This design comes from an exercise in tuning for small area and a short achievable clock period on the open sky130 flow, not from production work.
Power and IR drop assume default switching activity.

02-06:
## hft_fpga_low_latency
module hft_fpga_low_latency(
    input wire core_clk,
    input wire reset,
    input wire cfg_we,
    input wire [1:0] cfg_addr,
    input wire [31:0] cfg_wdata,
    input wire [63:0] raw_market_data,
    input wire raw_valid,
    output wire [127:0] mg_tx_data,
    output wire mg_tx_valid
    );
==> module hft_fpga_low_latency, before the edit <==
module hft_fpga_low_latency(
    input wire core_clk,
    input wire reset,
    input wire cfg_we,
    input wire [1:0] cfg_addr,
    input wire [31:0] cfg_wdata,
    input wire [63:0] raw_market_data,
    input wire raw_valid,
    output wire [127:0] mg_tx_data,
    output wire mg_tx_valid
    );
    reg [31:0] threshold_n;      
    reg [31:0] risk_min_n;       
    reg [31:0] risk_max_n;       
    always @(posedge core_clk) begin
        if (reset) begin
            threshold_n <= ~32'd1000;
            risk_min_n <= ~32'd1000;
            risk_max_n <= ~32'd5000;
        end else if (cfg_we) begin
            case (cfg_addr)
                2'd0: threshold_n <= ~cfg_wdata;
                2'd1: risk_min_n <= ~cfg_wdata;
                2'd2: risk_max_n <= ~cfg_wdata;
                default: ;
            endcase
        end
    end
    wire [31:0] price = raw_market_data[31:0];
    wire below_threshold;    
    wire below_min;          
    wire above_max;          
    cla_carry #(.W(32), .L(5)) u_cmp_thr (
        .g(~(threshold_n | price)), .p(~(threshold_n & price)), .c(below_threshold));
    cla_carry #(.W(32), .L(5)) u_cmp_min (
        .g(~(risk_min_n | price)), .p(~(risk_min_n & price)), .c(below_min));
    cla_carry #(.W(32), .L(5)) u_cmp_max (
        .g(price & risk_max_n), .p(price | risk_max_n), .c(above_max));
    wire approve = raw_valid && (raw_market_data[63:56] == 8'h01) &&
                   below_threshold && !below_min && !above_max;
    reg [55:0] order_data;
    always @(posedge core_clk) begin
        order_data <= raw_market_data[55:0];
    end
    reg [31:0] order_seq;
    reg order_valid;
    reg order_count;
    wire [7:0] seq_group_ones;   
    wire [7:0] seq_group_carry;  
    wire [31:0] seq_toggle;
    genvar gk;
    generate
        for (gk = 0; gk < 8; gk = gk + 1) begin : g_seq
            wire [3:0] s = order_seq[4*gk+3:4*gk];
            assign seq_group_ones[gk] = &s;
            if (gk == 0) begin : g_first
                assign seq_group_carry[gk] = order_count;
            end else begin : g_next
                assign seq_group_carry[gk] = order_count & (&seq_group_ones[gk-1:0]);
            end
            assign seq_toggle[4*gk]   = seq_group_carry[gk];
            assign seq_toggle[4*gk+1] = seq_group_carry[gk] & s[0];
            assign seq_toggle[4*gk+2] = seq_group_carry[gk] & s[0] & s[1];
            assign seq_toggle[4*gk+3] = seq_group_carry[gk] & s[0] & s[1] & s[2];
        end
    endgenerate
    always @(posedge core_clk) begin
        if (reset) begin
            order_seq <= 32'd0;
            order_count <= 1'b0;
        end else begin
            order_seq <= order_seq ^ seq_toggle;
            order_count <= approve;
        end
    end
    always @(posedge core_clk or posedge reset) begin
        if (reset)
            order_valid <= 1'b0;
        else
            order_valid <= approve;
    end
    assign mg_tx_data = {order_seq, 8'h01, order_data, 32'h0000_0000};
    assign mg_tx_valid = order_valid;
endmodule
==> flow/config.mk <==
export PLATFORM = sky130hd
export DESIGN_NAME = hft_fpga_low_latency
export DESIGN_NICKNAME = hft_fpga_low_latency
export VERILOG_FILES = /design/flow/design.v
export SDC_FILE = /design/flow/constraint.sdc
export NUM_CORES = 4
export LEC_CHECK = 0
export ABC_AREA = 1
export CAP_MARGIN = 20
export CORE_MARGIN = 2
export CORE_UTILIZATION = 40
export CTS_BUF_LIST = sky130_fd_sc_hd__clkbuf_4 sky130_fd_sc_hd__clkbuf_8
export SETUP_SLACK_MARGIN = 2.18
export SLEW_MARGIN = 20
==> flow/constraint.sdc <==
create_clock -name core_clock -period 4.0 [get_ports {core_clk}]
set_input_delay 0.8000 -clock core_clock [delete_from_list [all_inputs] [get_ports {core_clk}]]
set_output_delay 0.8000 -clock core_clock [all_outputs]
set_load 0.01 [all_outputs]
standard.sh (not shown) runs the stock make flow with config.mk's settings and CLKGATE_MAP_FILE= SYNTH_SCRIPT=/design/flow/synth_recipe.tcl, a recipe that flattens the netlist after the stock synthesis.
==> flow/flow/run.sh <==
#!/bin/bash
set -euo pipefail
cts_bufs=$(sed -n 's/^export CTS_BUF_LIST *= *//p' config.mk)
bash standard.sh synth > synth.log 2>&1
bash standard.sh finish \
  BUFFER_PORTS_ARGS="-buffer_cell sky130_fd_sc_hd__buf_1" \
  SKIP_REPAIR_TIE_FANOUT=1 \
  CTS_ARGS="-sink_clustering_enable -repair_clock_nets -dont_use_dummy_load -buf_list {$cts_bufs}" \
  > layout.log 2>&1
#### Input delta (12-22 over 02-06)
--- a/flow/design.v
+++ b/flow/design.v
@@ -68,40 +68,25 @@
     reg [55:0] order_data;
     always @(posedge core_clk) begin
         order_data <= raw_market_data[55:0];
     end
     reg [31:0] order_seq;
     reg order_valid;
-    reg order_count;
-    wire [7:0] seq_group_ones;   
-    wire [7:0] seq_group_carry;  
-    wire [31:0] seq_toggle;
-    genvar gk;
+    wire [31:0] seq_ones_below;
+    assign seq_ones_below[0] = 1'b1;
+    genvar gi;
     generate
-        for (gk = 0; gk < 8; gk = gk + 1) begin : g_seq
-            wire [3:0] s = order_seq[4*gk+3:4*gk];
-            assign seq_group_ones[gk] = &s;
-            if (gk == 0) begin : g_first
-                assign seq_group_carry[gk] = order_count;
-            end else begin : g_next
-                assign seq_group_carry[gk] = order_count & (&seq_group_ones[gk-1:0]);
-            end
-            assign seq_toggle[4*gk]   = seq_group_carry[gk];
-            assign seq_toggle[4*gk+1] = seq_group_carry[gk] & s[0];
-            assign seq_toggle[4*gk+2] = seq_group_carry[gk] & s[0] & s[1];
-            assign seq_toggle[4*gk+3] = seq_group_carry[gk] & s[0] & s[1] & s[2];
+        for (gi = 1; gi < 32; gi = gi + 1) begin : g_ones
+            assign seq_ones_below[gi] = &order_seq[gi-1:0];
         end
     endgenerate
     always @(posedge core_clk) begin
-        if (reset) begin
+        if (reset)
             order_seq <= 32'd0;
-            order_count <= 1'b0;
-        end else begin
-            order_seq <= order_seq ^ seq_toggle;
-            order_count <= approve;
-        end
+        else
+            order_seq <= order_seq ^ ({32{order_valid}} & seq_ones_below);
     end
     always @(posedge core_clk or posedge reset) begin
         if (reset)
             order_valid <= 1'b0;
         else
             order_valid <= approve;
Results
Changes observed in 12-22 relative to 02-06: non-clock buffer share of cell area now sits lower, power now sits lower, power share of the clock group now sits at about the same level. Per the comparison of 12-22 with 02-06, maximum frequency from static timing analysis now sits higher, synthesized-area fraction occupied by xor and xnor cells decreased by 0.82 points relative to the old numbers, non-clock buffer count -1.9%. On total net switching power, 12-22 does better than 02-06. Combinational power across 02-06 and 12-22: no real change. Looking at layout-stage area growth over the synthesis result, 12-22 sits 4.1 points lower than 02-06 does. Any difference in total length of routed met2 wires between 02-06 and 12-22 is small enough to ignore. 12-22: worst hold slack after final layout is 0.012 ns higher than what 02-06 reported. 12-22 against 02-06: share of layout cells above drive strength 1 fell by 2.3 points, worst-skew pair later-pin latency stayed essentially flat.
No run of this note included a check of the RTL's function; only the layout flow was run.

## re-timing with driven ports
No port has a modelled driver above. Below, the same layouts with a new extraction and two added sets of constraints.
Step 1 assumes that a clkbuf_16 drives the clock port and a buf_2 every other input.
Step 2 also shifts input and output timing later by t, the mid clock arrival at the registers, as if the neighbouring blocks saw the same clock.
Slacks: ideal ports / drivers / drivers and shift; pairs: ideal ports / drivers.
run	t (ns)	setup WS [ns]	worst register clock-pin slew, ns
02-06	0.490	2.045 / 2.008 / 1.857	0.11 / 0.11
12-22	0.478	2.195 / 2.159 / 1.764	0.11 / 0.11
After both steps every run listed still meets setup and hold. The setup slack of 12-22, which loses most, moves by -0.036 ns with the drivers and by -0.431 ns with both steps.
